This is an optimization exercise on Yosys and OpenROAD, whose aim is small area and a short achievable clock period, not a production implementation.
Where RTL was checked, it was by simulation tests only, not by an equivalence proof against the original.
For runs 4 and 5, only the layout was checked, not whether the RTL still works.
No activity file was given, so power comes from the tool's default toggle rates.

<file path="flow/design.v">
module decode_alu (
	input [31:0] inst,
	input [31:0] rs1,
	input [31:0] rs2,
	output [31:0] a,
	output [31:0] b,
	output [31:0] d,
	output [12:0] ctl
);
	wire [6:0] opc = inst[6:0];
	wire [2:0] f3 = inst[14:12];
	wire is_op    = opc == 7'b0110011;
	wire is_opimm = opc == 7'b0010011;
	wire is_lui   = opc == 7'b0110111;
	wire is_load  = opc == 7'b0000011;
	wire is_store = opc == 7'b0100011;
	wire is_br    = opc == 7'b1100011;
	wire is_alu   = is_op | is_opimm;
	wire is_sll   = is_alu & (f3 == 3'd1);
	wire is_sr    = is_alu & (f3 == 3'd5);
	wire is_slt   = is_alu & (f3[2:1] == 2'b01);
	wire do_sub   = is_op & (f3 == 3'd0) & inst[30];
	wire do_add   = (is_alu & (f3 == 3'd0)) | is_load | is_store | is_lui;
	wire i2 = inst[2], i4 = inst[4];
	wire rev = i4 & (f3 == 3'b001);                    
	wire shp = i4 & ~i2 & (f3[1:0] == 2'b01);          
	wire [4:0] shamt = inst[5] ? rs2[4:0] : inst[24:20];
	wire fill = inst[30] & f3[2] & rs1[31];
	wire [31:0] ar;
	genvar i;
	generate for (i = 0; i < 32; i = i + 1) begin : g_rev
		assign ar[i] = rs1[31 - i];
	end endgenerate
	wire [31:0] x0 = rev ? ar : rs1;
	wire [31:0] x1 = (shp & shamt[4]) ? {{16{fill}}, x0[31:16]} : x0;
	wire [31:0] x2 = (shp & shamt[3]) ? {{8{fill}}, x1[31:8]} : x1;
	assign a = x2 & {32{~i2}};
	wire i5 = inst[5], i6 = inst[6];
	wire sub_s = (i5 & i4 & ~i2 & (f3 == 3'd0) & inst[30]) |    
	             (i4 & ~i2 & (f3[2:1] == 2'b01)) |              
	             (i6 & f3[2]);                                  
	wire [31:0] iimm = {{20{inst[31]}}, inst[31:20]};
	wire [31:0] simm = {{20{inst[31]}}, inst[31:25], inst[11:7]};
	wire [31:0] uimm = {inst[31:12], 12'b0};
	wire [31:0] bsel = ~i5 ? iimm : i2 ? uimm : (i4 | i6) ? rs2 : simm;
	assign b = bsel ^ {32{sub_s}};
	assign d = {rs2[31:16] & {16{f3 == 3'd2}}, rs2[15:8] & {8{f3 == 3'd1 || f3 == 3'd2}},
	            rs2[7:0] & {8{f3[2] == 1'b0 && f3[1:0] != 2'b11}}};
	wire is_xor = is_alu & (f3 == 3'd4);
	wire is_or  = is_alu & (f3 == 3'd6);
	wire is_and = is_alu & (f3 == 3'd7);
	wire br_x = is_br & (f3[2:1] == 2'b00);
	wire kp = do_add | is_xor | is_or | br_x;
	wire kg = is_or | is_and;
	wire en_lt = is_slt | (is_br & f3[2]);
	wire uns = is_br ? f3[1] : f3[0];
	wire ten = is_br & (f3[2:1] != 2'b01);
	wire inv = f3[0];
	wire arith = inst[30];
	wire [1:0] wk = ~is_store ? 2'd0 : (f3 == 3'd0) ? 2'd1 : (f3 == 3'd1) ? 2'd2 : (f3 == 3'd2) ? 2'd3 : 2'd0;
	assign ctl = {wk, arith, is_sr, is_sll, inv, ten, uns, en_lt, do_add, kg, kp, sub_s};
endmodule
module alu (
	input [31:0] a,
	input [31:0] b,
	input [10:0] ctl,
	output [31:0] alu_out,
	output taken
);
	wire sub = ctl[0];
	wire kp = ctl[1];
	wire kg = ctl[2];
	wire ce = ctl[3];
	wire en_lt = ctl[4];
	wire uns = ctl[5];
	wire ten = ctl[6];
	wire inv = ctl[7];
	wire kl = ctl[8];
	wire kr = ctl[9];
	wire arith = ctl[10];
	wire [31:0] p = a ^ b;
	wire [31:0] g = a & b;
	wire [32:0] c;
	prefix_carry #(.W(32)) pc0 (.p(p), .g(g), .ci(sub), .c(c));
	wire ltu = ~c[32];
	wire lt = uns ? ltu : (ltu ^ a[31] ^ ~b[31]);
	wire eq = ~|p;
	wire fill = arith & kr & a[31];
	wire [31:0] sr = $signed({fill, a}) >>> b[2:0];
	wire [31:0] sh;
	genvar i;
	generate for (i = 0; i < 32; i = i + 1) begin : g_sh
		assign sh[i] = (sr[i] & kr) | (sr[31 - i] & kl);
	end endgenerate
	wire [31:0] l = (p & {32{kp}}) | (g & {32{kg}});
	wire [31:0] r = (l ^ (c[31:0] & {32{ce}})) | sh;
	assign alu_out = {r[31:1], r[0] | (lt & en_lt)};
	assign taken = ten & ((en_lt ? lt : eq) ^ inv);
endmodule
module prefix_carry #(parameter W = 32) (
	input [W-1:0] p,
	input [W-1:0] g,
	input ci,
	output [W:0] c
);
	localparam L = (W > 16) ? 5 : (W > 8) ? 4 : (W > 4) ? 3 : (W > 2) ? 2 : 1;
	wire [W-1:0] gg [0:L];
	wire [W-1:0] pp [0:L];
	assign gg[0] = {g[W-1:1], g[0] | (p[0] & ci)};
	assign pp[0] = {p[W-1:1], 1'b0};
	genvar l, i;
	generate for (l = 0; l < L; l = l + 1) begin : g_lev
		for (i = 0; i < W; i = i + 1) begin : g_bit
			if ((i >> l) & 1) begin : g_op
				localparam integer J = ((i >> l) << l) - 1;
				assign gg[l+1][i] = gg[l][i] | (pp[l][i] & gg[l][J]);
				assign pp[l+1][i] = pp[l][i] & pp[l][J];
			end else begin : g_pass
				assign gg[l+1][i] = gg[l][i];
				assign pp[l+1][i] = pp[l][i];
			end
		end
	end endgenerate
	assign c = {gg[L], ci};
endmodule
module branch_gen (
	input [31:0] inst,
	input [31:0] pc,
	output [33:0] branch_lo      
);
	wire [11:0] bimm = {inst[31], inst[7], inst[30:25], inst[11:8]};
	wire [12:0] lo = {1'b0, pc[12:1]} + {1'b0, bimm};
	assign branch_lo = {bimm[11], lo[12], pc[31:13], lo[11:0], pc[0]};
endmodule
module branch_hi (
	input [33:0] branch_lo,
	output [31:0] branch_target
);
	wire sg = branch_lo[33];
	wire cy = branch_lo[32];
	wire [18:0] hi = branch_lo[31:13];
	wire dn = sg & ~cy;
	wire [18:0] x = hi ^ {19{dn}};
	wire [18:0] t;
	genvar i;
	generate for (i = 0; i < 19; i = i + 1) begin : g_t
		if (i == 0) begin : g0
			assign t[i] = 1'b1;
		end else begin : gn
			assign t[i] = &x[i-1:0];
		end
	end endgenerate
	wire [18:0] hi_t = hi ^ (t & {19{cy ^ sg}});
	assign branch_target = {hi_t, branch_lo[12:0]};
endmodule
module store_format (
	input [31:0] d,
	input [1:0] kind,       
	input [1:0] lane,
	output [31:0] write_data,
	output [3:0] write_mask
);
	assign write_data = d << {lane, 3'b000};
	wire [3:0] m = kind == 2'd1 ? 4'b0001 : kind == 2'd2 ? 4'b0011 : kind == 2'd3 ? 4'b1111 : 4'b0000;
	assign write_mask = kind == 2'd3 ? 4'b1111 : m << lane;
endmodule
module chronos_ex (
	input clk,
	input rst,               
	input in_valid,
	input [31:0] inst,
	input [31:0] pc,
	input [31:0] rs1_data,
	input [31:0] rs2_data,
	output reg out_valid,
	output reg [31:0] result,
	output reg br_taken,
	output reg [31:0] br_target,
	output [31:0] mem_wdata,
	output [3:0] mem_wmask
);
	wire [31:0] a_id, b_id, d_id;
	wire [12:0] ctl_id;
	decode_alu dec (
		.inst(inst), .rs1(rs1_data), .rs2(rs2_data),
		.a(a_id), .b(b_id), .d(d_id), .ctl(ctl_id));
	wire [33:0] tgt_id;
	branch_gen bgen (.inst(inst), .pc(pc), .branch_lo(tgt_id));
	reg v1;
	reg [31:0] a1, b1, d1;
	reg [33:0] tgt1;
	reg [12:0] ctl1;
	always @(posedge clk) begin
		v1 <= rst & in_valid;
		a1 <= a_id;
		b1 <= b_id;
		d1 <= d_id;
		tgt1 <= tgt_id;
		ctl1 <= ctl_id;
	end
	wire [31:0] alu_out;
	wire taken;
	alu _alu (.a(a1), .b(b1), .ctl(ctl1[10:0]), .alu_out(alu_out), .taken(taken));
	wire [31:0] tgt2;
	branch_hi bhi (.branch_lo(tgt1), .branch_target(tgt2));
	reg [31:0] d_q;
	reg [1:0] sk_q;
	always @(posedge clk) begin
		out_valid <= rst & v1;
		result <= alu_out;
		br_taken <= taken;
		br_target <= tgt2;
		d_q <= d1;
		sk_q <= ctl1[12:11];
	end
	store_format sf (.d(d_q), .kind(sk_q), .lane(result[1:0]),
		.write_data(mem_wdata), .write_mask(mem_wmask));
endmodule
</file>
<file path="flow/flow/run.sh">
#!/bin/bash
# Own layout flow: the standard layout (standard.sh, standard synthesis
# unchanged), except that buffer_ports gives every port a buf_1 buffer.
# make's full output goes to standard.log; each ORFS step logs under orfs/logs/.
set -euo pipefail
export BUFFER_PORTS_ARGS="-buffer_cell sky130_fd_sc_hd__buf_1"
bash standard.sh > standard.log 2>&1
</file>
<file path="flow/standard.sh">
#!/bin/bash
# synth_recipe.tcl (not shown) runs the flow's synth.tcl, then flattens the netlist and writes it again
# the make line also repeats each setting of config.mk as NAME=value (left out here)
make -C /OpenROAD-flow-scripts/flow DESIGN_CONFIG=/design/flow/config.mk WORK_HOME=/design/flow/orfs CLKGATE_MAP_FILE= SYNTH_SCRIPT=/design/flow/synth_recipe.tcl "${@:-finish}"
</file>
<file path="flow/config.mk">
export PLATFORM = sky130hd
export DESIGN_NAME = chronos_ex
export DESIGN_NICKNAME = chronos_ex
export VERILOG_FILES = /design/flow/design.v
export SDC_FILE = /design/flow/constraint.sdc
export NUM_CORES = 4
export LEC_CHECK = 0
export CAP_MARGIN = 0
export CORE_MARGIN = 2
export CORE_UTILIZATION = 55
export CTS_BUF_LIST = sky130_fd_sc_hd__clkbuf_8 sky130_fd_sc_hd__clkbuf_16
export CTS_CLUSTER_DIAMETER = 60
export CTS_CLUSTER_SIZE = 20
export SETUP_SLACK_MARGIN = 2.75
export SLEW_MARGIN = 0
</file>
<file path="flow/constraint.sdc">
create_clock -name core_clock -period 5.5 [get_ports {clk}]
set_input_delay 1.1000 -clock core_clock [delete_from_list [all_inputs] [get_ports {clk}]]
set_output_delay 1.1000 -clock core_clock [all_outputs]
set_load 0.01 [all_outputs]
</file>
==> run_results.csv, run 1 <==
group,metric,value,unit
sta,timing.final.crit_period,2760,ps
logic_synthesis,async_flop_share,0,%
worst_setup_path,required,4400,ps
sta,hold_ws,319,ps
worst_setup_path,reg2reg_to,"result[0]",
clock_tree,h-tree-depth,1,
worst_setup_path,critical_path.endpoint,"mem_wdata[27]",
worst_setup_path,end_kind,"output port",
worst_setup_path,path_cells,"buf_12 > nor2b_1 > a211oi_2 > a21oi_1 > clkbuf_2",
route,wl_per_cell,19.5,um
route,antenna_left,0,
final_layout,final_common_cell,"dfxtp_1",
route,dr.pass1.iters,5,
floorplan,io-pin-count,233,
worst_setup_path,crit_type,"reg -> out",
placement,dp_hpwl,25700,um
grt,grt_pass1_wl,51000,um
worst_setup_path,start_kind,"flip-flop",
route,drt-total-wl,34200,um
route,avgViaCountPerCell,5.86,
logic_synthesis,syn-cell-area,0.0119,mm^2
floorplan,design.core.area,0.0211,mm^2
min_path,min_path_type,"reg -> reg",
sta,setup_violations,0,
sta,tns,0,ps
sta,worst_pin_slew,1240,ps
floorplan,die_h,151,um
floorplan,initial_core_util,56.3,%
logic_synthesis,ys_ff_latch,244,
clock_tree,clk_latency,500,ps
final_layout,layout_common_cells,"237 x dfxtp_1, 223 x buf_1, 123 x nand2_1, 77 x nor2_1, 68 x a21oi_1",
sta,skew,17.2,ps
grt,grt_usage,29.0,%
logic_synthesis,synth_top_flop_cell,"dfxtp_1",
sta,rsz0062_at_grt,"yes",
worst_setup_path,reg2reg_slack,2820,ps
final_layout,diodes,0,
logic_synthesis,syn-instance-count,1269,
logic_synthesis,synth_edf_count,0,
final_layout,n_fill_cell,1833,
worst_setup_path,cp_max_fo,10,
sta,hold_viol,0,
sta,drv_slew,0,
grt,first_global_vias,9404,
logic_synthesis,yosysUniqueCellTypes,62,
floorplan,rows,53,
placement,gp_congestion,0.943,
clock_tree,clockRootBuffer,"clkbuf_16",
flow_run,max-cap-violations,0,
sta,max_freq,362,MHz
status,status,"no timing/DRC/antenna violations",
grt,antenna_found_initial,2,
logic_synthesis,avgSynthCellArea,9.36,um^2
clock_tree,path_clk_slew,80,ps
worst_setup_path,cp_slowest_cell,"dfxtp_4",
floorplan,fp.dieW,151,um
worst_setup_path,cp_slowest_stage_delay,390,ps
clock_tree,cts_tree,"yes",
route,vias,10300,
final_layout,area_delta_synth_final,17.5,%
logic_synthesis,yosysWarnings,2,
sta,slew_headroom,16.1,%
final_layout,nets,1654,
power,ir_drop,331,uV
final_layout,drive_gt1_share,11.1,%
route,drtIter0Drc,605,
clock_tree,cts_buffer_depth,3,
logic_synthesis,synth_nets,1446,
floorplan,die-area,0.0228,mm^2
power,power.density,305,mW/mm^2
placement,io_buffers,232,
worst_setup_path,regToRegStartpoint,"b1[25]",
worst_setup_path,crit_start,"result[1]",
logic_synthesis,ys_seq_area_share,41.1,%
sta,min_period_over_period,50.2,%
clock_tree,clock_sinks,244,
worst_setup_path,worstRegToRegCells,10,
power,p_leak,5.56,nW
clock_tree,numCtsBuffers,19,
worst_setup_path,critPathArrivalTime,1660,ps
grt,grt_start_max_net_pins,41,
route,route.detailed.drc,0,
grt,grt_overflow,0,
==> critical path: cells and delay by family (launching register included) <==
| family | cells | cell delay, ps |
|---|---|---|
| compound gates | 2 | 290 |
| buf+inv | 2 | 350 |
| flops | 1 | 390 |
| simple gates | 1 | 140 |
==> registers in the layout, summed over array words and instances (netlist names), 2 cells and up <==
signal / cells
tgt1: 34
a1: 32
b1: 32
br_target: 32
d1: 32
d_q: 32
result: 32
ctl1: 13
sk_q: 2
==> layer usage <==
metal | global-route usage [%] | part of all wire [%] | vias to the layer above
met5 | 0 | 0 | -
met4 | 10.3 | 3.5 | 0
met3 | 7.02 | 9.4 | 68
met2 | 44.4 | 43 | 463
met1 | 40.0 | 44 | 4831
li1 | - | - | 4953
==> power by group <==
| part | switching (mW) | internal, mW |
|---|---|---|
| registers | 0.107 | 1.91 |
| clock network | 0.658 | 0.657 |
| logic | 0.524 | 0.401 |
==> metrics by stage <==
step | util [%] | instances | power (mW) | worst slack, ps | area [um^2]
3_5_place_dp | 61.5 | 1716 | 2.90 | 2090 | 13000
4_1_cts | 65.2 | 1750 | 4.22 | 2710 | 13800
6_report | 66.2 | 1759 | 4.25 | 2740 | 14000
5_1_grt | 66.2 | 1759 | 4.43 | 2640 | 14000
2_1_floorplan | - | 1269 | 2.62 | 2750 | 11900
3_3_place_gp | 61.5 | 1716 | 2.89 | 2190 | 13000
==> kinds of logic after synthesis <==
group	synth area share [%]
simple gates	14.5
compound gates	17.6
flops	41.1
mux	11.6
buf+inv	3.25
xor+xnor	7.00
fa+ha+maj	4.99
==> cell type report <==
cell class / instances / area, um^2 / share of cell area (%)
Multi-Input combinational cell: 926 / 6780 / 48.5
Sequential cell: 244 / 4900 / 35.1
Timing Repair Buffer: 264 / 1290 / 9.27
Clock inverter: 9 / 91.3 / 0.654
Clock buffer: 19 / 475 / 3.41
Tap cell: 275 / 344 / 2.46
Inverter: 22 / 82.6 / 0.591
==> synthesized netlist by cell type, types with 21 or more instances <==
| library cell | n | share of area [%] |
|---|---|---|
| a21oi_1 | 71 | 3.0 |
| a221o_1 | 27 | 2.3 |
| a22oi_1 | 36 | 2.3 |
| and2_1 | 46 | 2.4 |
| clkbuf_1 | 59 | 1.9 |
| dfxtp_1 | 244 | 41 |
| ha_1 | 45 | 4.7 |
| inv_1 | 21 | 0.66 |
| mux2_2 | 39 | 3.7 |
| mux2i_1 | 69 | 5.8 |
| nand2_1 | 125 | 3.9 |
| nor2_1 | 81 | 2.6 |
| nor2b_1 | 24 | 1.3 |
| o21ai_0 | 68 | 2.9 |
| xnor2_1 | 38 | 2.8 |
| xor2_1 | 57 | 4.2 |
==> what timing repair did <==
| item | in CTS | in global routing |
|---|---|---|
| gates resized for setup | 30 | 45 |
| setup endpoints to repair | 66 | 69 |
| pin swaps | 2 | 3 |
| gates cloned | 4 | 2 |
| hold buffers | 0 | 0 |
| endpoints found under the hold margin | 0 | 0 |
| setup buffers | 2 | 7 |
==> worst min-delay path by stage <==
stage               slack [ps]  cells after the start     start             to
detailed placement         310                      0    d1[21]        d_q[21]
finish                     320                      0  tgt1[12]  br_target[12]
global route               330                      0  tgt1[12]  br_target[12]
CTS                        330                      0    d1[26]        d_q[26]
global placement           310                      0    d1[15]        d_q[15]
floorplan                  310                      0   tgt1[0]   br_target[0]
==> run 2: changes to the inputs <==
--- a/flow/config.mk
+++ b/flow/config.mk
@@ -11,5 +11,5 @@
 export CTS_BUF_LIST = sky130_fd_sc_hd__clkbuf_8 sky130_fd_sc_hd__clkbuf_16
 export CTS_CLUSTER_DIAMETER = 60
-export CTS_CLUSTER_SIZE = 20
-export SETUP_SLACK_MARGIN = 2.75
+export CTS_CLUSTER_SIZE = 24
+export SETUP_SLACK_MARGIN = 2.7
 export SLEW_MARGIN = 0
==> run 2 against run 1 <==
  * Clock power shrank 4%
  * Die area unchanged
  * Routed wire length is 1.2% lower
  * Cell count about the same
  * Sequential power about the same
  * Via count shrank 1.8%
  * Register-to-register slack got worse by 40 ps
  * Synthesized cell count is the same
  * Synthesized area unchanged
  * Power down 1.4%
==> run_results.csv, run 2 <==
group,metric,value,unit
status,status,"no timing/DRC/antenna violations",
grt,grt_pass1_wl,50300,um
final_layout,multi_input_area,0.00675,mm^2
worst_setup_path,end_kind,"output port",
route,dr.pass1.iters,7,
route,wl_per_cell,19.2,um
logic_synthesis,yosysMostFrequentCell,"dfxtp_1",
clock_tree,h-tree-depth,1,
clock_tree,numCtsBuffers,17,
logic_synthesis,ys_ff_latch,244,
clock_tree,cts_buffer_depth,3,
logic_synthesis,async_flop_share,0,%
clock_tree,path_clk_slew,90,ps
min_path,min_path_type,"reg -> reg",
sta,timing.final.crit_period,2750,ps
sta,rsz0062_at_grt,"yes",
logic_synthesis,syn-cell-area,0.0119,mm^2
clock_tree,clockRootBuffer,"clkbuf_16",
power,power,4.20,mW
worst_setup_path,crit_type,"reg -> out",
sta,hold_viol,0,
placement,place_inst,1714,
logic_synthesis,avgSynthCellArea,9.36,um^2
final_layout,final_common_cell,"dfxtp_1",
logic_synthesis,syn-instance-count,1269,
logic_synthesis,synth_nets,1446,
sta,setup_violations,0,
route,avgViaCountPerCell,5.76,
min_path,holdCritStartpoint,"d1[25]",
final_layout,nets,1650,
floorplan,die_h,151,um
grt,grt_overflow,0,
sta,slew_headroom,39.0,%
logic_synthesis,synth_edf_count,0,
floorplan,initial_core_util,56.3,%
route,drtIter0Drc,613,
final_layout,layout_common_cells,"237 x dfxtp_1, 229 x buf_1, 123 x nand2_1, 76 x nor2_1, 69 x a21oi_1",
route,route.detailed.drc,0,
clock_tree,cts_tree,"yes",
logic_synthesis,synth_common_cells,"244 x dfxtp_1, 125 x nand2_1, 81 x nor2_1, 71 x a21oi_1, 69 x mux2i_1",
sta,worst_pin_slew,911,ps
logic_synthesis,yosysWarnings,2,
final_layout,largest_register_ffs,34,
route,drt-total-wl,33800,um
worst_setup_path,regToRegStartpoint,"b1[25]",
placement,io_buffers,232,
grt,grt_usage,28.6,%
clock_tree,clk_latency,510,ps
logic_synthesis,yosysUniqueCellTypes,62,
sta,tns,0,ps
sta,max_freq,364,MHz
sta,min_period_over_period,50.0,%
worst_setup_path,critPathArrivalTime,1650,ps
sta,drv_slew,0,
flow_run,max-cap-violations,0,
power,power.density,302,mW/mm^2
worst_setup_path,required,4400,ps
logic_synthesis,synth_top_flop_cell,"dfxtp_1",
power,p_leak,5.49,nW
route,vias,10100,
final_layout,drive_gt1_share,10.4,%
floorplan,rows,53,
logic_synthesis,synth_area_leaders,"dfxtp_1 41%, mux2i_1 5.8%, ha_1 4.7%",
floorplan,io-pin-count,233,
placement,dp_hpwl,25700,um
grt,antenna_found_initial,1,
logic_synthesis,synth_largest_area_cell,"dfxtp_1",
placement,gp_congestion,0.952,
floorplan,design.core.area,0.0211,mm^2
logic_synthesis,ys_seq_area_share,41.1,%
floorplan,die-area,0.0228,mm^2
power,ir_drop,271,uV
floorplan,fp.dieW,151,um
worst_setup_path,cp_max_fo,14,
logic_synthesis,synth_top_area_share,41.1,%
final_layout,largest_register,"tgt1",
grt,grt_start_max_net_pins,41,
final_layout,fin_cells,1760,
route,antenna_left,0,
final_layout,area_delta_synth_final,17.0,%
clock_tree,clock_sinks,244,
sta,skew,20.9,ps
worst_setup_path,crit_start,"result[0]",
worst_setup_path,start_kind,"flip-flop",
grt,first_global_vias,9243,
final_layout,regArea,0.00490,mm^2
final_layout,n_fill_cell,1822,
[run 2: changes by cell type in the layout (fill, tap and decap cells not counted), sizes merged]
cell / before / now
clkinvlp: 0 / 1
inv: 29 / 27
bufbuf: 2 / 1
diode: 0 / 1
clkinv: 2 / 6
clkbuf: 25 / 24
buf: 256 / 255
[run 2: metal layers]
layer	vias up	global-route usage (%)	routed length (um)
met5	-	0	0
met4	0	9.25	943
met3	58	6.45	3200
met2	456	42.9	14400
met1	4660	41.0	15300
li1	4957	-	-
[run 2: final timing paths]
check	to	slack, ps	cells after the start
max reg2reg	result[0]	2780	10
min	d_q[25]	330	0
min reg2reg	d_q[25]	330	0
max	mem_wdata[20]	2750	5
[run 2: cells by family after synthesis]
group,after synthesis,share of synthesized area (%)
xor+xnor,95,7.00
flops,244,41.1
fa+ha+maj,47,4.99
buf+inv,100,3.25
simple gates,353,14.5
compound gates,311,17.6
mux,119,11.6
[run 2: final cells by class]
type	count	area share (%)
Timing Repair Buffer	262	9.09
Antenna cell	1	0.0180
Inverter	22	0.594
Sequential cell	244	35.3
Clock inverter	12	0.801
Clock buffer	18	3.16
Tap cell	275	2.48
Multi-Input combinational cell	926	48.6
[run 2: power by group]
part	internal [mW]	leakage [nW]	switching (mW)
sequential	1.91	2.03	0.104
combinational	0.394	3.19	0.527
clock	0.613	0.274	0.650
total	2.91	5.49	1.28
[run 2: critical path, cell delays in order (launching register included)]
cell and delay [ps]:
dfxtp_4 390, buf_12 150, nor2b_2 260, nand2_1 80, o21ai_0 90, buf_1 170
[run 2: what timing repair did]
item | in CTS | in global routing
gates cloned | 2 | 4
hold buffers | 0 | 0
resized for setup | 27 | 34
endpoints found under the setup margin | 67 | 76
endpoints found under the hold margin | 0 | 0
buffers inserted | 3 | 6
pin swaps | 3 | 3
[run 2: stage by stage]
step           util, %  hold slack (ps)  area, um^2  worst slack (ps)
3_5_place_dp      61.4              312       12900              1840
5_1_grt           65.9              335       13900              2660
4_1_cts           64.8              329       13700              2700
2_1_floorplan        -              310       11900              2700
6_report          65.9              328       13900              2750
3_3_place_gp      61.4              310       12900              2000
==> run 3: changes to the inputs <==
--- a/flow/config.mk
+++ b/flow/config.mk
@@ -8,8 +8,9 @@
 export CAP_MARGIN = 0
 export CORE_MARGIN = 2
-export CORE_UTILIZATION = 55
+export CORE_UTILIZATION = 65
 export CTS_BUF_LIST = sky130_fd_sc_hd__clkbuf_8 sky130_fd_sc_hd__clkbuf_16
 export CTS_CLUSTER_DIAMETER = 60
 export CTS_CLUSTER_SIZE = 24
+export PLACE_DENSITY = 0.72
 export SETUP_SLACK_MARGIN = 2.7
 export SLEW_MARGIN = 0
==> run 3 against run 2 <==
  * Cell count down 2.7%
  * Clock power about the same
  * Critical path type is now reg -> reg
  * Largest cell class unchanged
  * Global-route usage up 4.2 points
  * Worst setup slack worse by 14 ps
  * Sequential power about the same
  * Count of clock-buffer cells in the layout down 1
  * Critical path depth up 8
  * Die area down 15%
==> run_results.csv, run 3 <==
group,metric,value,unit
worst_setup_path,end_kind,"flip-flop",
logic_synthesis,syn-instance-count,1269,
floorplan,initial_core_util,66.1,%
logic_synthesis,synth_common_cells,"244 x dfxtp_1, 125 x nand2_1, 81 x nor2_1, 71 x a21oi_1, 69 x mux2i_1",
logic_synthesis,synthMuxAreaShare,11.6,%
clock_tree,clockRootBuffer,"clkbuf_16",
final_layout,largest_register_ffs,34,
placement,dp_hpwl,24800,um
sta,drv_slew,0,
sta,min_period_over_period,50.2,%
logic_synthesis,synth-xor-area-share,7.00,%
route,routed.top_layer,"met4",
clock_tree,cts_hold_buf,0,
logic_synthesis,synth_edf_count,0,
clock_tree,clock_sinks,244,
clock_tree,cts_tree,"yes",
route,met3_length,3730,um
logic_synthesis,synth_compound_area_share,17.6,%
placement,dpl_cell_area,0.0129,mm^2
final_layout,nets,1652,
logic_synthesis,synth_top_area_share,41.1,%
logic_synthesis,ys_ff_latch,244,
power,power.density,305,mW/mm^2
status,status,"no timing/DRC/antenna violations",
floorplan,die_h,139,um
logic_synthesis,ys_seq_area_share,41.1,%
logic_synthesis,synth_top_flop_cell,"dfxtp_1",
placement,io_buffers,232,
logic_synthesis,yosysWarnings,2,
logic_synthesis,yosysMostFrequentCell,"dfxtp_1",
route,wl_met2,15200,um
floorplan,fp.dieW,139,um
worst_setup_path,cp_slowest_cell,"dfxtp_4",
grt,grt_pass1_wl,50900,um
clock_tree,clk_latency,500,ps
logic_synthesis,avgSynthCellArea,9.36,um^2
worst_setup_path,required,5870,ps
worst_setup_path,cp_max_fo,3,
sta,tns,0,ps
clock_tree,cts_buffer_depth,3,
logic_synthesis,synth_top_family_by_area,"compound AO/OA/AOI/OAI gates",
logic_synthesis,synth_nets,1446,
floorplan,design.core.area,0.0180,mm^2
final_layout,largest_register,"tgt1",
final_layout,area_delta_synth_final,17.0,%
worst_setup_path,path_delay_family,"compound AO/OA/AOI/OAI gates",
grt,grt_usage,32.8,%
worst_setup_path,start_kind,"flip-flop",
worst_setup_path,crit_type,"reg -> reg",
floorplan,die-area,0.0194,mm^2
logic_synthesis,async_flop_share,0,%
sta,hold_viol,0,
worst_setup_path,crit_buf_inv,3,
route,dr.pass1.iters,5,
route,vias,10500,
grt,first_global_vias,9577,
final_layout,final_common_cell,"dfxtp_1",
logic_synthesis,syn-cell-area,0.0119,mm^2
worst_setup_path,path_cells,"buf_12 > ha_4 > a21o_1 > and4_4 > o211ai_4 > nand3_2 > buf_4 > buf_4 > a31o_2 > a21oi_2 > nor2b_1 > xnor2_1 > a221o_1",
logic_synthesis,synth_fa_ha_area_share,4.99,%
route,avgViaCountPerCell,6.12,
floorplan,io-pin-count,233,
route,drtIter0Drc,870,
clock_tree,numCtsBuffers,17,
clock_tree,path_clk_slew,90,ps
sta,setup_violations,0,
route,wl_per_cell,20.0,um
power,ir_drop,423,uV
sta,slew_headroom,13.6,%
placement,gp_congestion,1.01,
final_layout,fin_area,0.0139,mm^2
min_path,min_path_type,"reg -> reg",
power,p_leak,5.50,nW
route,m1WireLength,14100,um
final_layout,drive_gt1_share,10.7,%
route,route.detailed.drc,0,
flow_run,max-cap-violations,0,
grt,antenna_found_initial,0,
grt,grt_overflow,0,
sta,timing.final.crit_period,2760,ps
logic_synthesis,yosysUniqueCellTypes,62,
floorplan,rows,49,
worst_setup_path,cp_slowest_stage_delay,370,ps
final_layout,layout_common_cells,"234 x dfxtp_1, 230 x buf_1, 124 x nand2_1, 78 x nor2_1, 69 x mux2i_1",
logic_synthesis,yosys.area_share.simple,14.5,%
worst_setup_path,crit_top_cell,"buf_4",
logic_synthesis,synth_area_leaders,"dfxtp_1 41%, mux2i_1 5.8%, ha_1 4.7%",
worst_setup_path,critPathArrivalTime,3130,ps
route,drt-total-wl,34200,um
clock_tree,h-tree-depth,1,
final_layout,diodes,0,
sta,worst_pin_slew,1290,ps
sta,skew,29.7,ps
sta,max_freq,362,MHz
logic_synthesis,synth_largest_area_cell,"dfxtp_1",
sta,rsz0062_at_grt,"yes",
worst_setup_path,reg2reg_slack,2740,ps
route,antenna_left,0,
grt,grt_start_max_net_pins,50,
## run 3: cell counts after synthesis
No cell type changed its count.
## run 3: worst paths after layout
path / depth (start not counted) / endpoint / from
max: 13 / result[19] / b1[0]
min: 0 / br_target[6] / tgt1[6]
max reg2reg: 13 / result[19] / b1[0]
min reg2reg: 0 / br_target[6] / tgt1[6]
## run 3: final cells by class
| cell class | count | area (um^2) |
|---|---|---|
| Tap cell | 229 | 287 |
| Clock buffer | 17 | 425 |
| Sequential cell | 244 | 4900 |
| Clock inverter | 10 | 121 |
| Timing Repair Buffer | 264 | 1300 |
| Inverter | 22 | 82.6 |
| Multi-Input combinational cell | 926 | 6790 |
| Fill cell | 1309 | 4060 |
## run 3: logic make-up after synthesis
logic type	after synthesis
AOI/OAI and AO/OA	311
xor gates and xnor gates	95
adders and majority gates	47
buffers and inverters	100
DFF	244
muxes	119
and+or+nand+nor	353
## run 3: metrics by stage
step / setup slack, ps / hold slack (ps) / utilization (%) / instances / power [mW]
after CTS: 2660 / 323 / 75.6 / 1699 / 4.17
after detailed placement: 2110 / 312 / 71.7 / 1667 / 2.89
after floorplan: 2700 / 310 / - / 1269 / 2.62
after global routing: 2670 / 317 / 77.4 / 1712 / 4.40
after global placement: 2060 / 310 / 71.7 / 1667 / 2.88
final: 2740 / 320 / 77.4 / 1712 / 4.23
## run 3: repair_timing
item,CTS,global route
gates cloned,2,5
resized for setup,23,42
pin swaps,2,5
setup endpoints to repair,60,69
setup buffers,3,8
## run 3: power by group
part           switching, mW  total (mW)  leakage, nW  internal [mW]
Clock                  0.658        1.27        0.262          0.608
Combinational          0.542       0.951         3.21          0.410
Sequential             0.108        2.02         2.03           1.91
Total                   1.31        4.23         5.50           2.93
## run 3: layer usage
metal  vias to the layer above  track usage, %
li1                       4959               -
met1                      4873            45.3
met2                       575            51.5
met3                        77            7.91
met4                         0            9.99
met5                         -               0
==> run 4: changes to the inputs <==
--- a/flow/design.v
+++ b/flow/design.v
@@ -22,4 +22,5 @@
 	wire do_sub   = is_op & (f3 == 3'd0) & inst[30];
 	wire do_add   = (is_alu & (f3 == 3'd0)) | is_load | is_store | is_lui;
+	wire sub = do_sub | is_slt | (is_br & f3[2]);
 	wire i2 = inst[2], i4 = inst[4];
 	wire rev = i4 & (f3 == 3'b001);                    
@@ -36,13 +37,10 @@
 	wire [31:0] x2 = (shp & shamt[3]) ? {{8{fill}}, x1[31:8]} : x1;
 	assign a = x2 & {32{~i2}};
-	wire i5 = inst[5], i6 = inst[6];
-	wire sub_s = (i5 & i4 & ~i2 & (f3 == 3'd0) & inst[30]) |    
-	             (i4 & ~i2 & (f3[2:1] == 2'b01)) |              
-	             (i6 & f3[2]);                                  
 	wire [31:0] iimm = {{20{inst[31]}}, inst[31:20]};
 	wire [31:0] simm = {{20{inst[31]}}, inst[31:25], inst[11:7]};
-	wire [31:0] uimm = {inst[31:12], 12'b0};
-	wire [31:0] bsel = ~i5 ? iimm : i2 ? uimm : (i4 | i6) ? rs2 : simm;
-	assign b = bsel ^ {32{sub_s}};
+	wire [31:0] bsel = is_lui ? {inst[31:12], 12'b0} :
+	                   is_store ? simm :
+	                   (is_opimm | is_load) ? iimm : rs2;
+	assign b = bsel ^ {32{sub}};
 	assign d = {rs2[31:16] & {16{f3 == 3'd2}}, rs2[15:8] & {8{f3 == 3'd1 || f3 == 3'd2}},
 	            rs2[7:0] & {8{f3[2] == 1'b0 && f3[1:0] != 2'b11}}};
@@ -59,5 +57,5 @@
 	wire arith = inst[30];
 	wire [1:0] wk = ~is_store ? 2'd0 : (f3 == 3'd0) ? 2'd1 : (f3 == 3'd1) ? 2'd2 : (f3 == 3'd2) ? 2'd3 : 2'd0;
-	assign ctl = {wk, arith, is_sr, is_sll, inv, ten, uns, en_lt, do_add, kg, kp, sub_s};
+	assign ctl = {wk, arith, is_sr, is_sll, inv, ten, uns, en_lt, do_add, kg, kp, sub};
 endmodule
 module alu (
==> flow/config.mk (replaced) <==
export PLATFORM = sky130hd
export DESIGN_NAME = chronos_ex
export DESIGN_NICKNAME = chronos_ex
export VERILOG_FILES = /design/flow/design.v
export SDC_FILE = /design/flow/constraint.sdc
export NUM_CORES = 4
export LEC_CHECK = 0
export CAP_MARGIN = 20
export CORE_MARGIN = 2
export CORE_UTILIZATION = 55
export CTS_CLUSTER_DIAMETER = 80
export CTS_CLUSTER_SIZE = 30
export SETUP_SLACK_MARGIN = 2.5
export SLEW_MARGIN = 20
==> run 4 against run 3 <==
  * Routed wire length down 0.90%
  * Sequential power is 3% lower
  * Via count shrank 3.3%
  * Synthesized area rose by 0.93%
  * Sequential share of layout area is 0.41 points higher
  * Sequential cell count unchanged
  * Non-clock buffer count decreased by 11
  * Global-route usage is 4.4 points lower
==> run_results.csv, run 4 <==
group,metric,value,unit
status,status,"no timing/DRC/antenna violations",
logic_synthesis,synth_top_area_share,40.7,%
grt,antenna_found_initial,0,
floorplan,design.core.area,0.0216,mm^2
sta,rsz0062_at_grt,"no",
route,avgViaCountPerCell,5.84,
worst_setup_path,regToRegStartpoint,"a1[25]",
power,ir_drop,193,uV
final_layout,layout_common_cells,"241 x dfxtp_1, 231 x buf_1, 121 x nand2_1, 85 x a21oi_1, 73 x mux2i_1",
power,power,3.82,mW
logic_synthesis,syn-instance-count,1255,
route,vias,10100,
min_path,holdCritStartpoint,"tgt1[4]",
sta,min_period_over_period,52.9,%
logic_synthesis,avgSynthCellArea,9.55,um^2
min_path,min_path_type,"reg -> reg",
clock_tree,cts_buffer_depth,3,
logic_synthesis,synth_area_leaders,"dfxtp_1 41%, mux2i_1 6.1%, xor2_1 5.0%",
worst_setup_path,required,4400,ps
placement,place_inst,1707,
route,drtIter0Drc,834,
sta,skew,29.6,ps
logic_synthesis,synth_edf_count,0,
final_layout,diodes,0,
placement,io_buffers,232,
power,seqPwrFrac,51.4,%
floorplan,die-area,0.0230,mm^2
route,route.detailed.drc,0,
worst_setup_path,critPathArrivalTime,1810,ps
route,drt-total-wl,33900,um
worst_setup_path,start_kind,"flip-flop",
clock_tree,numCtsBuffers,14,
clock_tree,path_clk_slew,110,ps
clock_tree,cts_tree,"yes",
worst_setup_path,crit_type,"reg -> out",
clock_tree,clockRootBuffer,"clkbuf_16",
sta,worst_pin_slew,1070,ps
route,antenna_left,0,
floorplan,rows,54,
logic_synthesis,async_flop_share,0,%
power,p_sw_share,29.3,%
logic_synthesis,yosysWarnings,2,
power,power.density,279,mW/mm^2
worst_setup_path,cp_slowest_cell,"dfxtp_4",
route,dr.pass1.iters,6,
worst_setup_path,path_cells,"buf_6 > nor2_2 > maj3_1 > buf_1",
sta,max_freq,344,MHz
sta,hold_viol,0,
placement,dp_hpwl,25400,um
clock_tree,h-tree-depth,1,
logic_synthesis,synth_common_cells,"244 x dfxtp_1, 123 x nand2_1, 85 x a21oi_1, 73 x mux2i_1, 72 x o21ai_0",
power,power.switching,1.12,mW
worst_setup_path,crit_buf_inv,2,
clock_tree,clk_latency,510,ps
final_layout,largest_register_ffs,34,
final_layout,nets,1627,
floorplan,fp.dieW,152,um
power,internal_power,2.71,mW
placement,pre_cts_ws,1730,ps
logic_synthesis,yosysMostFrequentCell,"dfxtp_1",
worst_setup_path,crit_start,"result[0]",
sta,drv_slew,0,
final_layout,fin_cells,1736,
grt,grt_start_max_net_pins,47,
worst_setup_path,path_delay_family,"flip-flops",
logic_synthesis,synth_top_flop_cell,"dfxtp_1",
grt,grt_usage,28.4,%
sta,tns,0,ps
worst_setup_path,end_kind,"output port",
logic_synthesis,syn-cell-area,0.0120,mm^2
final_layout,area_delta_synth_final,14.4,%
sta,slew_headroom,28.7,%
floorplan,initial_core_util,55.5,%
floorplan,die_h,152,um
final_layout,drive_gt1_share,8.17,%
logic_synthesis,synth_nets,1432,
power,power_frac_clock,30.9,%
worst_setup_path,cp_slowest_stage_delay,490,ps
flow_run,max-cap-violations,0,
logic_synthesis,synth_largest_area_cell,"dfxtp_1",
sta,finalWorstSetupSlack,2590,ps
sta,setup_violations,0,
clock_tree,clock_sinks,244,
logic_synthesis,ys_ff_latch,244,
floorplan,io-pin-count,233,
worst_setup_path,cp_max_fo,20,
logic_synthesis,ys_seq_area_share,40.7,%
grt,grt_overflow,0,
final_layout,largest_register,"tgt1",
final_layout,final_common_cell,"dfxtp_1",
placement,gp_congestion,0.943,
logic_synthesis,yosysUniqueCellTypes,72,
grt,first_global_vias,9093,
sta,hold_ws,302,ps
route,wl_per_cell,19.5,um
grt,grt_pass1_wl,50100,um
power,p_comb_share,17.8,%
power,p_leak,5.39,nW
sta,timing.final.crit_period,2910,ps
==> run 4: per-layer routing <==
layer	share of wire [%]	track usage, %	vias to the layer above	wire (um)
met1	45	41.2	4769	15200
li1	-	-	4902	-
met4	2.3	7.36	0	782
met2	44	43.8	415	15100
met3	8.4	4.97	51	2850
met5	0	0	-	0
==> run 4: logic make-up (layout without fill, tap and decap cells) <==
family,Yosys count,count (layout),share of synthesized area [%]
buffers and inverters,93,293,3.17
multiplexers,115,115,11.8
adder cells (fa/ha/maj),47,47,4.95
XOR/XNOR,96,96,7.01
flip-flops,244,244,40.7
AND/OR/NAND/NOR,332,333,14.0
AO/OA/AOI/OAI,328,328,18.3
==> run 4: area by class of cell <==
| cell class | count | area [um^2] |
|---|---|---|
| timing repair buffer | 253 | 1080 |
| sequential | 244 | 4900 |
| clock buffer | 16 | 379 |
| fill | 1899 | 7900 |
| multi-input combinational | 919 | 6850 |
| clock inverter | 6 | 98.8 |
| inverter | 18 | 67.6 |
| tap | 280 | 350 |
==> run 4: final timing paths <==
kind	cells past startpoint	slack (ps)	endpoint
worst max-delay path	4	2590	mem_wmask[0]
worst min-delay path	0	300	br_target[4]
worst max register to register	10	2600	result[0]
worst min register to register	0	300	br_target[4]
==> run 4: power groups by stage <==
stage,combinational (mW),clock [mW],sequential [mW]
after detailed placement,0.648,0,2.00
after global routing,0.743,1.27,1.97
final,0.679,1.18,1.96
after CTS,0.655,1.21,1.96
after global placement,0.641,0,2.00
after floorplan,0.440,0,1.98
==> run 4: worst reg2reg max path, stage by stage (launching register included) <==
cell and delay [ps]:
dfxtp_1 480, ha_1 360, a21o_1 210, a21o_1 180, a21o_1 170, a21o_1 180, a21o_1 200, or3_1 310
o21a_2 220, xnor2_1 130, a221o_1 340
==> run 4: per-stage QoR <==
| step | instance area [um^2] | utilization, % |
|---|---|---|
| 6_report | 13700 | 63.5 |
| 5_1_grt | 13700 | 63.5 |
| 4_1_cts | 13600 | 62.7 |
| 3_5_place_dp | 13000 | 60.3 |
| 3_3_place_gp | 13000 | 60.3 |
| 2_1_floorplan | 12000 | - |
==> run 4: repair_timing <==
item / in CTS / in global routing
hold buffers: 0 / 0
gates cloned: 1 / 1
gates resized for setup: 13 / 24
setup buffers: 0 / 5
endpoints found under the setup margin: 61 / 76
pin swaps: 1 / 4
==> run 5: changes to the inputs <==
--- a/flow/design.v
+++ b/flow/design.v
@@ -1,4 +1,5 @@
 module decode_alu (
 	input [31:0] inst,
+	input [31:0] pc,
 	input [31:0] rs1,
 	input [31:0] rs2,
@@ -6,6 +7,8 @@
 	output [31:0] b,
 	output [31:0] d,
-	output [12:0] ctl
-);
+	output [12:0] ctl,
+	output [33:0] tgt       
+);
+	branch_gen bgen (.inst(inst), .pc(pc), .branch_lo(tgt));
 	wire [6:0] opc = inst[6:0];
 	wire [2:0] f3 = inst[14:12];
@@ -22,5 +25,4 @@
 	wire do_sub   = is_op & (f3 == 3'd0) & inst[30];
 	wire do_add   = (is_alu & (f3 == 3'd0)) | is_load | is_store | is_lui;
-	wire sub = do_sub | is_slt | (is_br & f3[2]);
 	wire i2 = inst[2], i4 = inst[4];
 	wire rev = i4 & (f3 == 3'b001);                    
@@ -37,10 +39,13 @@
 	wire [31:0] x2 = (shp & shamt[3]) ? {{8{fill}}, x1[31:8]} : x1;
 	assign a = x2 & {32{~i2}};
+	wire i5 = inst[5], i6 = inst[6];
+	wire sub_s = (i5 & i4 & ~i2 & (f3 == 3'd0) & inst[30]) |    
+	             (i4 & ~i2 & (f3[2:1] == 2'b01)) |              
+	             (i6 & f3[2]);                                  
 	wire [31:0] iimm = {{20{inst[31]}}, inst[31:20]};
 	wire [31:0] simm = {{20{inst[31]}}, inst[31:25], inst[11:7]};
-	wire [31:0] bsel = is_lui ? {inst[31:12], 12'b0} :
-	                   is_store ? simm :
-	                   (is_opimm | is_load) ? iimm : rs2;
-	assign b = bsel ^ {32{sub}};
+	wire [31:0] uimm = {inst[31:12], 12'b0};
+	wire [31:0] bsel = ~i5 ? iimm : i2 ? uimm : (i4 | i6) ? rs2 : simm;
+	assign b = bsel ^ {32{sub_s}};
 	assign d = {rs2[31:16] & {16{f3 == 3'd2}}, rs2[15:8] & {8{f3 == 3'd1 || f3 == 3'd2}},
 	            rs2[7:0] & {8{f3[2] == 1'b0 && f3[1:0] != 2'b11}}};
@@ -57,42 +62,5 @@
 	wire arith = inst[30];
 	wire [1:0] wk = ~is_store ? 2'd0 : (f3 == 3'd0) ? 2'd1 : (f3 == 3'd1) ? 2'd2 : (f3 == 3'd2) ? 2'd3 : 2'd0;
-	assign ctl = {wk, arith, is_sr, is_sll, inv, ten, uns, en_lt, do_add, kg, kp, sub};
-endmodule
-module alu (
-	input [31:0] a,
-	input [31:0] b,
-	input [10:0] ctl,
-	output [31:0] alu_out,
-	output taken
-);
-	wire sub = ctl[0];
-	wire kp = ctl[1];
-	wire kg = ctl[2];
-	wire ce = ctl[3];
-	wire en_lt = ctl[4];
-	wire uns = ctl[5];
-	wire ten = ctl[6];
-	wire inv = ctl[7];
-	wire kl = ctl[8];
-	wire kr = ctl[9];
-	wire arith = ctl[10];
-	wire [31:0] p = a ^ b;
-	wire [31:0] g = a & b;
-	wire [32:0] c;
-	prefix_carry #(.W(32)) pc0 (.p(p), .g(g), .ci(sub), .c(c));
-	wire ltu = ~c[32];
-	wire lt = uns ? ltu : (ltu ^ a[31] ^ ~b[31]);
-	wire eq = ~|p;
-	wire fill = arith & kr & a[31];
-	wire [31:0] sr = $signed({fill, a}) >>> b[2:0];
-	wire [31:0] sh;
-	genvar i;
-	generate for (i = 0; i < 32; i = i + 1) begin : g_sh
-		assign sh[i] = (sr[i] & kr) | (sr[31 - i] & kl);
-	end endgenerate
-	wire [31:0] l = (p & {32{kp}}) | (g & {32{kg}});
-	wire [31:0] r = (l ^ (c[31:0] & {32{ce}})) | sh;
-	assign alu_out = {r[31:1], r[0] | (lt & en_lt)};
-	assign taken = ten & ((en_lt ? lt : eq) ^ inv);
+	assign ctl = {wk, arith, is_sr, is_sll, inv, ten, uns, en_lt, do_add, kg, kp, sub_s};
 endmodule
 module prefix_carry #(parameter W = 32) (
@@ -180,9 +148,8 @@
 	wire [31:0] a_id, b_id, d_id;
 	wire [12:0] ctl_id;
+	wire [33:0] tgt_id;
 	decode_alu dec (
-		.inst(inst), .rs1(rs1_data), .rs2(rs2_data),
-		.a(a_id), .b(b_id), .d(d_id), .ctl(ctl_id));
-	wire [33:0] tgt_id;
-	branch_gen bgen (.inst(inst), .pc(pc), .branch_lo(tgt_id));
+		.inst(inst), .pc(pc), .rs1(rs1_data), .rs2(rs2_data),
+		.a(a_id), .b(b_id), .d(d_id), .ctl(ctl_id), .tgt(tgt_id));
 	reg v1;
 	reg [31:0] a1, b1, d1;
@@ -197,7 +164,33 @@
 		ctl1 <= ctl_id;
 	end
-	wire [31:0] alu_out;
-	wire taken;
-	alu _alu (.a(a1), .b(b1), .ctl(ctl1[10:0]), .alu_out(alu_out), .taken(taken));
+	wire sub = ctl1[0];
+	wire kp = ctl1[1];
+	wire kg = ctl1[2];
+	wire ce = ctl1[3];
+	wire en_lt = ctl1[4];
+	wire uns = ctl1[5];
+	wire ten = ctl1[6];
+	wire inv = ctl1[7];
+	wire kl = ctl1[8];
+	wire kr = ctl1[9];
+	wire arith = ctl1[10];
+	wire [31:0] p = a1 ^ b1;
+	wire [31:0] g = a1 & b1;
+	wire [32:0] c;
+	prefix_carry #(.W(32)) pc0 (.p(p), .g(g), .ci(sub), .c(c));
+	wire ltu = ~c[32];
+	wire lt = uns ? ltu : (ltu ^ a1[31] ^ ~b1[31]);
+	wire eq = ~|p;
+	wire fill = arith & kr & a1[31];
+	wire [31:0] sr = $signed({fill, a1}) >>> b1[2:0];
+	wire [31:0] sh;
+	genvar i;
+	generate for (i = 0; i < 32; i = i + 1) begin : g_sh
+		assign sh[i] = (sr[i] & kr) | (sr[31 - i] & kl);
+	end endgenerate
+	wire [31:0] l = (p & {32{kp}}) | (g & {32{kg}});
+	wire [31:0] r = (l ^ (c[31:0] & {32{ce}})) | sh;
+	wire [31:0] alu_out = {r[31:1], r[0] | (lt & en_lt)};
+	wire taken = ten & ((en_lt ? lt : eq) ^ inv);
 	wire [31:0] tgt2;
 	branch_hi bhi (.branch_lo(tgt1), .branch_target(tgt2));
--- a/flow/config.mk
+++ b/flow/config.mk
@@ -6,9 +6,11 @@
 export NUM_CORES = 4
 export LEC_CHECK = 0
-export CAP_MARGIN = 20
+export CAP_MARGIN = 0
 export CORE_MARGIN = 2
 export CORE_UTILIZATION = 55
 export CTS_CLUSTER_DIAMETER = 80
 export CTS_CLUSTER_SIZE = 30
-export SETUP_SLACK_MARGIN = 2.5
-export SLEW_MARGIN = 20
+export SETUP_SLACK_MARGIN = 2.6
+export SLEW_MARGIN = 0
+export SYNTH_HIERARCHICAL = 1
+export SYNTH_MINIMUM_KEEP_SIZE = 300
==> run 5 against run 4 <==
  * Sequential power increased by 3%
  * First-iteration DRC count increased by 5.0%
  * Synthesized cell count increased by 6.6%
  * Utilization decreased by 1.7 points
  * Cell count increased by 2.9%
  * Non-clock buffer count decreased by 6
  * Global-route usage decreased by 0.12 points
  * Design area increased by 1.9%
  * Register-to-register slack about the same
==> run_results.csv, run 5 <==
group,metric,value,unit
status,status,"no timing/DRC/antenna violations",
clock_tree,clock_sinks,244,
grt,grt_overflow,0,
logic_synthesis,synth_edf_count,0,
final_layout,area_delta_synth_final,10.3,%
sta,drv_slew,0,
grt,antenna_found_initial,2,
worst_setup_path,worstRegToRegCells,9,
worst_setup_path,path_delay_family,"compound AO/OA/AOI/OAI gates",
floorplan,rows,55,
logic_synthesis,syn-cell-area,0.0127,mm^2
sta,min_period_over_period,52.6,%
worst_setup_path,critPathArrivalTime,3280,ps
route,vias,10500,
worst_setup_path,critical_path.endpoint,"br_taken",
sta,timing.final.crit_period,2890,ps
worst_setup_path,cp_slowest_stage_delay,530,ps
placement,dpl_cell_area,0.0133,mm^2
worst_setup_path,required,5890,ps
final_layout,largest_register,"tgt1",
route,wl_per_cell,20.1,um
clock_tree,clockRootBuffer,"clkbuf_16",
power,p_leak,5.38,nW
clock_tree,clk_latency,510,ps
final_layout,final_common_cell,"dfxtp_1",
logic_synthesis,yosysMostFrequentCell,"dfxtp_1",
sta,worst_pin_slew,1290,ps
logic_synthesis,avgSynthCellArea,9.47,um^2
final_layout,fin_area,0.0140,mm^2
floorplan,die-area,0.0243,mm^2
logic_synthesis,synth_top_area_share,38.5,%
sta,skew,41.2,ps
sta,setup_violations,0,
sta,hold_ws,330,ps
grt,grt_usage,28.3,%
final_layout,layout_common_cells,"239 x dfxtp_1, 230 x buf_1, 106 x nand2_1, 80 x a21oi_1, 77 x mux2i_1",
grt,grt_start_max_net_pins,40,
floorplan,io-pin-count,233,
sta,slew_headroom,13.9,%
route,dr.pass1.iters,5,
sta,hold_viol,0,
clock_tree,cts_hold_buf,0,
placement,io_buffers,232,
power,internal_power,2.88,mW
sta,rsz0062_at_grt,"yes",
floorplan,initial_core_util,56.0,%
clock_tree,path_clk_slew,120,ps
worst_setup_path,reg2reg_slack,2610,ps
worst_setup_path,cp_slowest_cell,"or4_1",
clock_tree,cts_tree,"yes",
route,route.detailed.drc,0,
worst_setup_path,end_kind,"flip-flop",
worst_setup_path,reg2reg_to,"br_taken",
power,seqPwrFrac,48.1,%
worst_setup_path,cp_max_fo,5,
sta,finalWorstSetupSlack,2610,ps
floorplan,design.core.area,0.0226,mm^2
final_layout,drive_gt1_share,9.13,%
power,ir_drop,200,uV
worst_setup_path,start_kind,"flip-flop",
logic_synthesis,yosysUniqueCellTypes,87,
placement,pre_cts_ws,2090,ps
clock_tree,numCtsBuffers,14,
floorplan,die_h,156,um
logic_synthesis,synth_area_leaders,"dfxtp_1 39%, mux2i_1 6.1%, ha_1 4.4%",
placement,dp_hpwl,27400,um
min_path,min_path_type,"reg -> reg",
clock_tree,h-tree-depth,1,
route,drtIter0Drc,876,
placement,gp_congestion,1.03,
final_layout,largest_register_ffs,34,
worst_setup_path,path_cells,"ha_1 > a21oi_1 > o21ai_2 > a211o_1 > a221o_2 > or4_1 > nand4_1 > o21ai_0 > and3_1",
logic_synthesis,syn-instance-count,1338,
route,antenna_left,0,
logic_synthesis,synth_common_cells,"244 x dfxtp_1, 106 x nand2_1, 84 x a21oi_1, 77 x mux2i_1, 74 x nor2_1",
placement,place_inst,1759,
power,power.switching,1.31,mW
power,p_sw_share,31.2,%
logic_synthesis,synth_largest_area_cell,"dfxtp_1",
logic_synthesis,yosysWarnings,8,
worst_setup_path,crit_buf_inv,0,
worst_setup_path,regToRegStartpoint,"a1[11]",
logic_synthesis,ys_ff_latch,244,
logic_synthesis,ys_seq_area_share,38.5,%
sta,tns,0,ps
grt,grt_pass1_wl,53800,um
sta,max_freq,346,MHz
flow_run,max-cap-violations,0,
logic_synthesis,synth_nets,1515,
grt,first_global_vias,9370,
route,avgViaCountPerCell,5.91,
power,p_comb_share,22.6,%
floorplan,fp.dieW,156,um
worst_setup_path,crit_type,"reg -> reg",
logic_synthesis,async_flop_share,0,%
clock_tree,cts_buffer_depth,3,
final_layout,fin_cells,1786,
worst_setup_path,crit_start,"a1[11]",
worst_setup_path,crit_cells,9,
power,power_frac_clock,29.2,%
final_layout,nets,1669,
power,power.density,300,mW/mm^2
route,drt-total-wl,35900,um
logic_synthesis,synth_top_flop_cell,"dfxtp_1",
run 5: changes by cell type after synthesis, moves of 13 or more:
cell / before / now
nor2_1: 59 / 74
nand2_1: 123 / 106
o21ai_1: 1 / 17
mux4_2: 19 / 6
nand3_1: 11 / 26
xor2_1: 68 / 52
buf_4: 6 / 42
clkbuf_1: 53 / 37
o21ai_0: 72 / 45
a221oi_2: 0 / 19
run 5: stage by stage:
step,util (%),total power [mW]
6_report,61.7,4.19
5_1_grt,61.7,4.37
4_1_cts,61.3,4.18
3_5_place_dp,58.9,2.96
3_3_place_gp,58.9,2.96
2_1_floorplan,-,2.68
run 5: area by class of cell:
cell class	count	area, um^2
Fill cell	2019	8670
Multi-Input combinational cell	955	7070
Sequential cell	244	4890
Timing Repair Buffer	247	1020
Clock buffer	17	393
Tap cell	285	357
Clock inverter	7	129
Inverter	30	113
Antenna cell	1	2.50
run 5: power by group through the flow:
stage	Combinational [mW]	Clock, mW	Sequential (mW)
after detailed placement	0.911	0	2.05
after global placement	0.906	0	2.05
after CTS	0.919	1.25	2.01
after floorplan	0.669	0	2.01
final	0.948	1.22	2.01
after global routing	1.04	1.31	2.02
run 5: worst min-delay path by stage:
| stage | from | end | cells after the start |
|---|---|---|---|
| after global routing | tgt1[11] | br_target[11] | 0 |
| final | d1[30] | d_q[30] | 0 |
| after detailed placement | tgt1[6] | br_target[6] | 0 |
| after global placement | d1[28] | d_q[28] | 0 |
| after CTS | d1[16] | d_q[16] | 0 |
| after floorplan | tgt1[0] | br_target[0] | 0 |
run 5: timing repair:
action | in CTS | in global routing
hold endpoints to repair | 0 | 0
pin swaps | 1 | 3
resized for setup | 10 | 24
buffers inserted | 0 | 1
gates cloned | 0 | 1
setup endpoints to repair | 23 | 54
run 5: kinds of logic after synthesis:
group / synth area share [%]
AOI/OAI and AO/OA: 20.1
adders and majority gates: 4.60
and+or+nand+nor: 14.2
xor gates and xnor gates: 6.36
DFF: 38.5
muxes: 9.87
buffers and inverters: 6.35
run 5: metal layers:
metal / routed length [um] / global-route usage, % / up-vias / part of all wire [%]
li1: - / - / 5122 / -
met1: 16400 / 41.4 / 4879 / 46
met2: 15600 / 43.2 / 497 / 43
met3: 3060 / 4.58 / 50 / 8.5
met4: 903 / 7.91 / 0 / 2.5
met5: 0 / 0 / - / 0
run 5: worst register-to-register path: stages (launching register included):
cell and delay (ps):
dfxtp_1 450, ha_1 320, a21oi_1 200, o21ai_2 120
a211o_1 290, a221o_2 410, or4_1 530, nand4_1 150
o21ai_0 90, and3_1 230
run 5: modules after synthesis (local to each module, per instance):
module,cells inside,times used
decode_alu,463,1
store_format,95,1
chronos_ex,780,1

what the ideal ports hide:
In the flow no input, the clock included, has a driving cell. The finished layouts below were timed again as built, in two steps. Step 1 sets driving cells, clkbuf_16 on the clock port and buf_2 on the other inputs (assumed; they add their load-dependent delay and slew). Step 2 moves the port delays by t, midway between the first and last clock arrival at a register: inputs arrive t later, outputs are due t later. That takes back most of the time a late clock gives input paths. Three values: no drivers, after step 1, after step 2; two values: the first two.
run | shift t [ns] | setup WS [ns] | hold slack, ns | worst setup path at the end | worst data-port slew with drivers (ns)
run 1 | 0.542 | 2.740 / 2.688 / 2.276 | 0.319 / 0.319 / 0.319 | input to register | 0.07
run 2 | 0.544 | 2.753 / 2.703 / 2.291 | 0.328 / 0.328 / 0.328 | input to register | 0.07
run 3 | 0.531 | 2.739 / 2.692 / 2.246 | 0.320 / 0.320 / 0.320 | input to register | 0.06
run 4 | 0.542 | 2.591 / 2.541 / 2.069 | 0.302 / 0.302 / 0.302 | input to register | 0.09
run 5 | 0.540 | 2.607 / 2.607 / 2.249 | 0.330 / 0.330 / 0.330 | input to register | 0.07
After both steps every run listed still meets setup and hold. For run 4, which loses most, drivers alone change the setup slack by -0.050 ns; drivers and shift together by -0.522 ns.
